What follows belongs to an exercise in optimizing a design on an open flow for small area; a production flow would make more cautious choices. Only simulation tests tie the RTL to the original design; equivalence was not proved.

==> try-fjord <==
// top
module top(
    input         clk,
    input         rst,
    input  [26:0] freq_config,
    input  [26:0] phas_config,
    output reg [13:0] S
    );
clock: 8.0 ns
lec_check: 0
cap_margin: 0
core_margin: 2
core_utilization: 60
slew_margin: 0
synth_hierarchical: 1
synth_minimum_keep_size: 0
standard.sh (not shown) runs the stock make flow with config.mk's settings and CLKGATE_MAP_FILE= SYNTH_SCRIPT=/design/flow/synth_recipe.tcl, a recipe that flattens the netlist after the stock synthesis.
==> flow/flow/run.sh <==
#!/bin/bash
# The standard layout (the standard.sh), with two changes:
#  - the port buffers are the smallest buffer, sky130_fd_sc_hd__buf_1;
#  - clock tree synthesis inserts no dummy loads.
set -euo pipefail
bash standard.sh \
  'BUFFER_PORTS_ARGS=-buffer_cell sky130_fd_sc_hd__buf_1' \
  'CTS_ARGS=-sink_clustering_enable -repair_clock_nets -dont_use_dummy_load' \
  finish > standard_flow.log 2>&1
==> try-garnet (differences from try-fjord) <==
--- a/flow/flow/run.sh
+++ b/flow/flow/run.sh
@@ -6,4 +6,4 @@
 bash standard.sh \
   'BUFFER_PORTS_ARGS=-buffer_cell sky130_fd_sc_hd__buf_1' \
-  'CTS_ARGS=-sink_clustering_enable -repair_clock_nets -dont_use_dummy_load' \
+  'CTS_ARGS=-sink_clustering_enable -repair_clock_nets -dont_use_dummy_load -buf_list sky130_fd_sc_hd__clkbuf_8 -sink_clustering_size 10 -sink_clustering_max_diameter 50' \
   finish > standard_flow.log 2>&1
- CAP_MARGIN: 0 -> 20
- SLEW_MARGIN: 0 -> 20
==> notes.md <==
- Against try-fjord, the utilization of try-garnet is lower by 0.59 points.
- In area after synthesis, try-fjord and try-garnet do not differ.
- Register-to-register slack is about the same in try-garnet and try-fjord.
- Via count is about the same in try-garnet and try-fjord.
- In critical path depth, try-garnet and try-fjord do not differ.
- try-fjord completed with no timing, DRC or antenna violations. try-garnet produced a clean layout.
- Clock skew: try-garnet is higher than try-fjord (0.010 ns).
- Between try-garnet and try-fjord, the lower setup slack is in try-fjord (gap 0.027 ns).

* * *

==> v19: inputs <==
top, a different RTL version from the one above (not shown whole).
Design top, start of the top module:
module top(
    input         clk,
    input         rst,
    input  [26:0] freq_config,
    input  [26:0] phas_config,
    output reg [13:0] S
    );
    reg [26:0] T;
    reg        tc;
    wire [26:0] a = T & {27{~rst}};
    wire        am = tc & ~rst;
    wire s0, c1;
    hadd us0 (.a(a[0]), .b(freq_config[0]), .s(s0), .co(c1));
    wire s2, c3;
    fadd us2 (.a(a[1]), .b(freq_config[1]), .c(c1), .s(s2), .co(c3));
    wire s4, c5;
    fadd us4 (.a(a[2]), .b(freq_config[2]), .c(c3), .s(s4), .co(c5));
    wire s6, c7;
    fadd us6 (.a(a[3]), .b(freq_config[3]), .c(c5), .s(s6), .co(c7));
    wire s8, c9;
    fadd us8 (.a(a[4]), .b(freq_config[4]), .c(c7), .s(s8), .co(c9));
    wire s10, c11;
    fadd us10 (.a(a[5]), .b(freq_config[5]), .c(c9), .s(s10), .co(c11));
    wire s12, c13;
    fadd us12 (.a(a[6]), .b(freq_config[6]), .c(c11), .s(s12), .co(c13));
    wire s14, c15;
    fadd us14 (.a(a[7]), .b(freq_config[7]), .c(c13), .s(s14), .co(c15));
    wire s16, c17;
    fadd us16 (.a(a[8]), .b(freq_config[8]), .c(c15), .s(s16), .co(c17));
    wire s18, c19;
    fadd us18 (.a(a[9]), .b(freq_config[9]), .c(c17), .s(s18), .co(c19));
    wire s20, c21;
    fadd us20 (.a(a[10]), .b(freq_config[10]), .c(c19), .s(s20), .co(c21));
    wire s22, c23;
    fadd us22 (.a(a[11]), .b(freq_config[11]), .c(c21), .s(s22), .co(c23));
    wire s24, c25;
    fadd us24 (.a(a[12]), .b(freq_config[12]), .c(c23), .s(s24), .co(c25));
    wire s26, c27;
    fadd us26 (.a(a[13]), .b(freq_config[13]), .c(c25), .s(s26), .co(c27));
    wire s28, c29;
    fadd us28 (.a(a[14]), .b(freq_config[14]), .c(am), .s(s28), .co(c29));
    wire s30, c31;
    fadd us30 (.a(a[15]), .b(freq_config[15]), .c(c29), .s(s30), .co(c31));
    wire s32, c33;
    fadd us32 (.a(a[16]), .b(freq_config[16]), .c(c31), .s(s32), .co(c33));
    wire s34, c35;
  ...
export LEC_CHECK = 0
export ABC_AREA = 1
export CAP_MARGIN = 20
export CORE_MARGIN = 2
export CORE_UTILIZATION = 60
export SLEW_MARGIN = 20
export SYNTH_HIERARCHICAL = 1
export SYNTH_MINIMUM_KEEP_SIZE = 0
create_clock -name core_clock -period 8.0 [get_ports {clk}]
==> flow/flow/run.sh <==
#!/bin/bash
# The standard layout (the standard.sh), with two changes:
#  - the port buffers are the smallest buffer, sky130_fd_sc_hd__buf_1;
#  - clock tree synthesis inserts no dummy loads.
set -euo pipefail
bash standard.sh \
  'BUFFER_PORTS_ARGS=-buffer_cell sky130_fd_sc_hd__buf_1' \
  'CTS_ARGS=-sink_clustering_enable -repair_clock_nets -dont_use_dummy_load -root_buf sky130_fd_sc_hd__clkbuf_16 -buf_list sky130_fd_sc_hd__clkbuf_8' \
  finish > standard_flow.log 2>&1
==> v7 (differences from v19) <==
--- a/flow/design.v
+++ b/flow/design.v
@@ -142,16 +142,16 @@
         f4  <= ph3[5] ^ ph3[6];
         v4  <= ph3[4:0] ^ {5{ph3[5] ^ ph3[6]}} ^ {5{ph3[6]}};
         sa4 <= (ph3[5] ^ ph3[6]) ? (ph3[7] ^ ph3[6]) : ph3[7];
         sb4 <= (ph3[5] ^ ph3[6]) ? ph3[7] : (ph3[7] ^ ph3[6]);
     end
     reg        rd;
     reg [13:0] ci;
-    reg [13:1] cqh;
-    wire [13:0] cq = {cqh, ci[0]};
+    reg [13:2] cqh;
+    wire [13:0] cq = {cqh, ci[1] ^ ci[0], ci[0]};
     wire s113 = ~ci[0];
     wire s114 = ~(ci[1] ^ ci[0]);
     wire c115 = ci[1] | ci[0];
     wire s116, c117;
     hadd us116 (.a(ci[2]), .b(c115), .s(s116), .co(c117));
     wire s118 = ~(ci[3] ^ c117);
     wire c119 = ci[3] | c117;
@@ -201,23 +201,49 @@
     wire s163, c164;
     hadd us163 (.a(cq[12]), .b(c162), .s(s163), .co(c164));
     wire s165, c166;
     hadd us165 (.a(cq[13]), .b(c164), .s(s165), .co(c166));
     always @(posedge clk) begin
         rd <= rst;
         ci <= {s138, s136, s134, s132, s130, s128, s126, s124, s122, s120, s118, s116, s114, s113} & {14{~rd}};
-        cqh <= {s165, s163, s161, s159, s157, s155, s153, s151, s149, s147, s145, s143, s141} & {13{~rd}};
+        cqh <= {s165, s163, s161, s159, s157, s155, s153, s151, s149, s147, s145, s143} & {12{~rd}};
     end
     wire [3:0] ta_one, ta_two, ta_neg, tb_one, tb_two, tb_neg;
+    wire ta_none0;
+    assign ta_one[0] = ~ta_none0;
+    wire ta_none1;
+    assign ta_one[1] = ~ta_none1;
+    wire ta_none2;
+    assign ta_one[2] = ~ta_none2;
+    wire ta_none3;
+    assign ta_one[3] = ~ta_none3;
+    wire ta_ntwo0;
+    assign ta_two[0] = ~ta_ntwo0;
+    wire ta_ntwo1;
+    assign ta_two[1] = ~ta_ntwo1;
+    wire ta_ntwo2;
+    assign ta_two[2] = ~ta_ntwo2;
     assign ta_two[3] = 1'b0;
     assign ta_neg[3] = 1'b0;
+    wire tb_none0;
+    assign tb_one[0] = ~tb_none0;
+    wire tb_none1;
+    assign tb_one[1] = ~tb_none1;
+    wire tb_none2;
+    assign tb_one[2] = ~tb_none2;
     assign tb_one[3] = 1'b0;
+    wire tb_ntwo0;
+    assign tb_two[0] = ~tb_ntwo0;
+    wire tb_ntwo1;
+    assign tb_two[1] = ~tb_ntwo1;
+    wire tb_ntwo2;
+    assign tb_two[2] = ~tb_ntwo2;
     assign tb_two[3] = 1'b1;
     assign tb_neg[3] = 1'b0;
-    hlut ut(.v(v4), .ta_one0(ta_one[0]), .ta_one1(ta_one[1]), .ta_one2(ta_one[2]), .ta_one3(ta_one[3]), .ta_two0(ta_two[0]), .ta_two1(ta_two[1]), .ta_two2(ta_two[2]), .ta_neg0(ta_neg[0]), .ta_neg1(ta_neg[1]), .ta_neg2(ta_neg[2]), .tb_one0(tb_one[0]), .tb_one1(tb_one[1]), .tb_one2(tb_one[2]), .tb_two0(tb_two[0]), .tb_two1(tb_two[1]), .tb_two2(tb_two[2]), .tb_neg0(tb_neg[0]), .tb_neg1(tb_neg[1]), .tb_neg2(tb_neg[2]));
+    hlut ut(.v(v4), .ta_none0(ta_none0), .ta_none1(ta_none1), .ta_none2(ta_none2), .ta_none3(ta_none3), .ta_ntwo0(ta_ntwo0), .ta_ntwo1(ta_ntwo1), .ta_ntwo2(ta_ntwo2), .ta_neg0(ta_neg[0]), .ta_neg1(ta_neg[1]), .ta_neg2(ta_neg[2]), .tb_none0(tb_none0), .tb_none1(tb_none1), .tb_none2(tb_none2), .tb_ntwo0(tb_ntwo0), .tb_ntwo1(tb_ntwo1), .tb_ntwo2(tb_ntwo2), .tb_neg0(tb_neg[0]), .tb_neg1(tb_neg[1]), .tb_neg2(tb_neg[2]));
     wire [13:0] ca = f4 ? ci : cq;
     wire [13:0] cb = f4 ? cq : ci;
     wire g167 = ta_neg[0] ^ sa4;
     wire p168 = ((ta_one[0] & ca[0])) ^ g167;
     wire p169 = ((ta_one[0] & ca[1]) | (ta_two[0] & ca[0])) ^ g167;
     wire p170 = ((ta_one[0] & ca[2]) | (ta_two[0] & ca[1])) ^ g167;
     wire p171 = ((ta_one[0] & ca[3]) | (ta_two[0] & ca[2])) ^ g167;
@@ -662,28 +688,28 @@
 module hadd(input a, input b, output s, output co);
     assign s  = a ^ b;
     assign co = a & b;
 endmodule
 module cmaj(input a, input b, input c, output co);
     assign co = (a & b) | (c & (a | b));
 endmodule
-module hlut(input [4:0] v, output ta_one0, output ta_one1, output ta_one2, output ta_one3, output ta_two0, output ta_two1, output ta_two2, output ta_neg0, output ta_neg1, output ta_neg2, output tb_one0, output tb_one1, output tb_one2, output tb_two0, output tb_two1, output tb_two2, output tb_neg0, output tb_neg1, output tb_neg2);
-    assign ta_one0 = 32'h8cd2aaaa >> v;
-    assign ta_one1 = 32'h64da5a5a >> v;
-    assign ta_one2 = 32'hfc03c0f8 >> v;
-    assign ta_one3 = 32'hffffc400 >> v;
-    assign ta_two0 = 32'h52091111 >> v;
-    assign ta_two1 = 32'h83042184 >> v;
-    assign ta_two2 = 32'h00003f00 >> v;
+module hlut(input [4:0] v, output ta_none0, output ta_none1, output ta_none2, output ta_none3, output ta_ntwo0, output ta_ntwo1, output ta_ntwo2, output ta_neg0, output ta_neg1, output ta_neg2, output tb_none0, output tb_none1, output tb_none2, output tb_ntwo0, output tb_ntwo1, output tb_ntwo2, output tb_neg0, output tb_neg1, output tb_neg2);
+    assign ta_none0 = 32'h732d5555 >> v;
+    assign ta_none1 = 32'h9b25a5a5 >> v;
+    assign ta_none2 = 32'h03fc3f07 >> v;
+    assign ta_none3 = 32'h00003bff >> v;
+    assign ta_ntwo0 = 32'hadf6eeee >> v;
+    assign ta_ntwo1 = 32'h7cfbde7b >> v;
+    assign ta_ntwo2 = 32'hffffc0ff >> v;
     assign ta_neg0 = 32'h08488888 >> v;
     assign ta_neg1 = 32'h041c4318 >> v;
     assign ta_neg2 = 32'h0003c400 >> v;
-    assign tb_one0 = 32'hff1b54cf >> v;
-    assign tb_one1 = 32'hcc470fc0 >> v;
-    assign tb_one2 = 32'h00ff7000 >> v;
-    assign tb_two0 = 32'h00a48830 >> v;
-    assign tb_two1 = 32'h0380f000 >> v;
-    assign tb_two2 = 32'hff000000 >> v;
+    assign tb_none0 = 32'h00e4ab30 >> v;
+    assign tb_none1 = 32'h33b8f03f >> v;
+    assign tb_none2 = 32'hff008fff >> v;
+    assign tb_ntwo0 = 32'hff5b77cf >> v;
+    assign tb_ntwo1 = 32'hfc7f0fff >> v;
+    assign tb_ntwo2 = 32'h00ffffff >> v;
     assign tb_neg0 = 32'haa36cc3f >> v;
-    assign tb_neg1 = 32'hc0c08fc0 >> v;
+    assign tb_neg1 = 32'hc0c88fc0 >> v;
     assign tb_neg2 = 32'hffff7000 >> v;
 endmodule
==> flow/flow/run.sh (replaced) <==
#!/bin/bash
# The standard layout (the standard.sh), with three changes:
#  - the port buffers are the smallest buffer, sky130_fd_sc_hd__buf_1;
#  - clock tree synthesis inserts no dummy loads;
#  - the buffers that synthesis inserted are removed at floorplan
#    (REMOVE_ABC_BUFFERS), since placement is not timing driven
#    (GPL_TIMING_DRIVEN 0 in config.mk) and so does not remove them itself.
# The make output goes to standard_flow.log; each ORFS step keeps its own log
# under orfs/logs.
set -euo pipefail
bash standard.sh \
  'BUFFER_PORTS_ARGS=-buffer_cell sky130_fd_sc_hd__buf_1' \
  'CTS_ARGS=-sink_clustering_enable -repair_clock_nets -dont_use_dummy_load' \
  REMOVE_ABC_BUFFERS=1 \
  finish > standard_flow.log 2>&1
Settings changed: GPL_TIMING_DRIVEN set to 0.
==> comparison <==
- Critical path depth: v19 is lower than v7 (1).
- Of v7 and v19, v19 has the higher via count (gap about 2.2%, measured against v19).
- Wire length: v19 is larger than v7 (about 0.57%).
==> figures <==
| item | v19 | v7 |
|---|---|---|
| Run status | no timing/DRC/antenna violations | no timing/DRC/antenna violations |
| Max_slew headroom | 40.4% | 23.6% |
| Pre-CTS worst setup slack | 0.666 ns | 0.0733 ns |
| Total of fill cells in the finished design | 1380 | 1323 |
| Routed WL | 18700 µm | 18600 µm |
| Req. time, crit path | 8.22 ns | 8.23 ns |
| Share of the core filled with cells | 65.2% | 65.9% |
| Routed met1 length | 8760 µm | 8280 µm |
| Mean Syn Cell Area | 9.02 µm² | 9.11 µm² |
| Seq area share | 21.7% | 21.8% |

==> afterwards: timing with drivers on the ports <==
In the flow no input, the clock included, has a driving cell. The finished layouts below were timed again as built, in two steps.
Step 1 sets driving cells, clkbuf_16 on the clock port and buf_2 on the other inputs (assumed; they add their load-dependent delay and slew).
Step 2 moves the port delays by t, midway between the first and last clock arrival at a register: inputs arrive t later, outputs are due t later. That takes back most of the time a late clock gives input paths.
Slacks: ideal / step 1 / step 2; pairs: ideal / step 1.
run	t, ns	setup WS [ns]	clock arrival spread, ns
try-fjord	0.400	0.713 / 0.738 / 0.337	0.027 / 0.027
try-garnet	0.418	0.740 / 0.744 / 0.343	0.041 / 0.042
v19	0.391	0.793 / 0.793 / 0.686	0.030 / 0.031
v7	0.386	0.418 / 0.418 / 0.259	0.025 / 0.025
After both steps setup and hold are still met in every run listed. For try-garnet, which loses most, drivers alone change the setup slack by +0.004 ns; drivers and shift together by -0.397 ns.
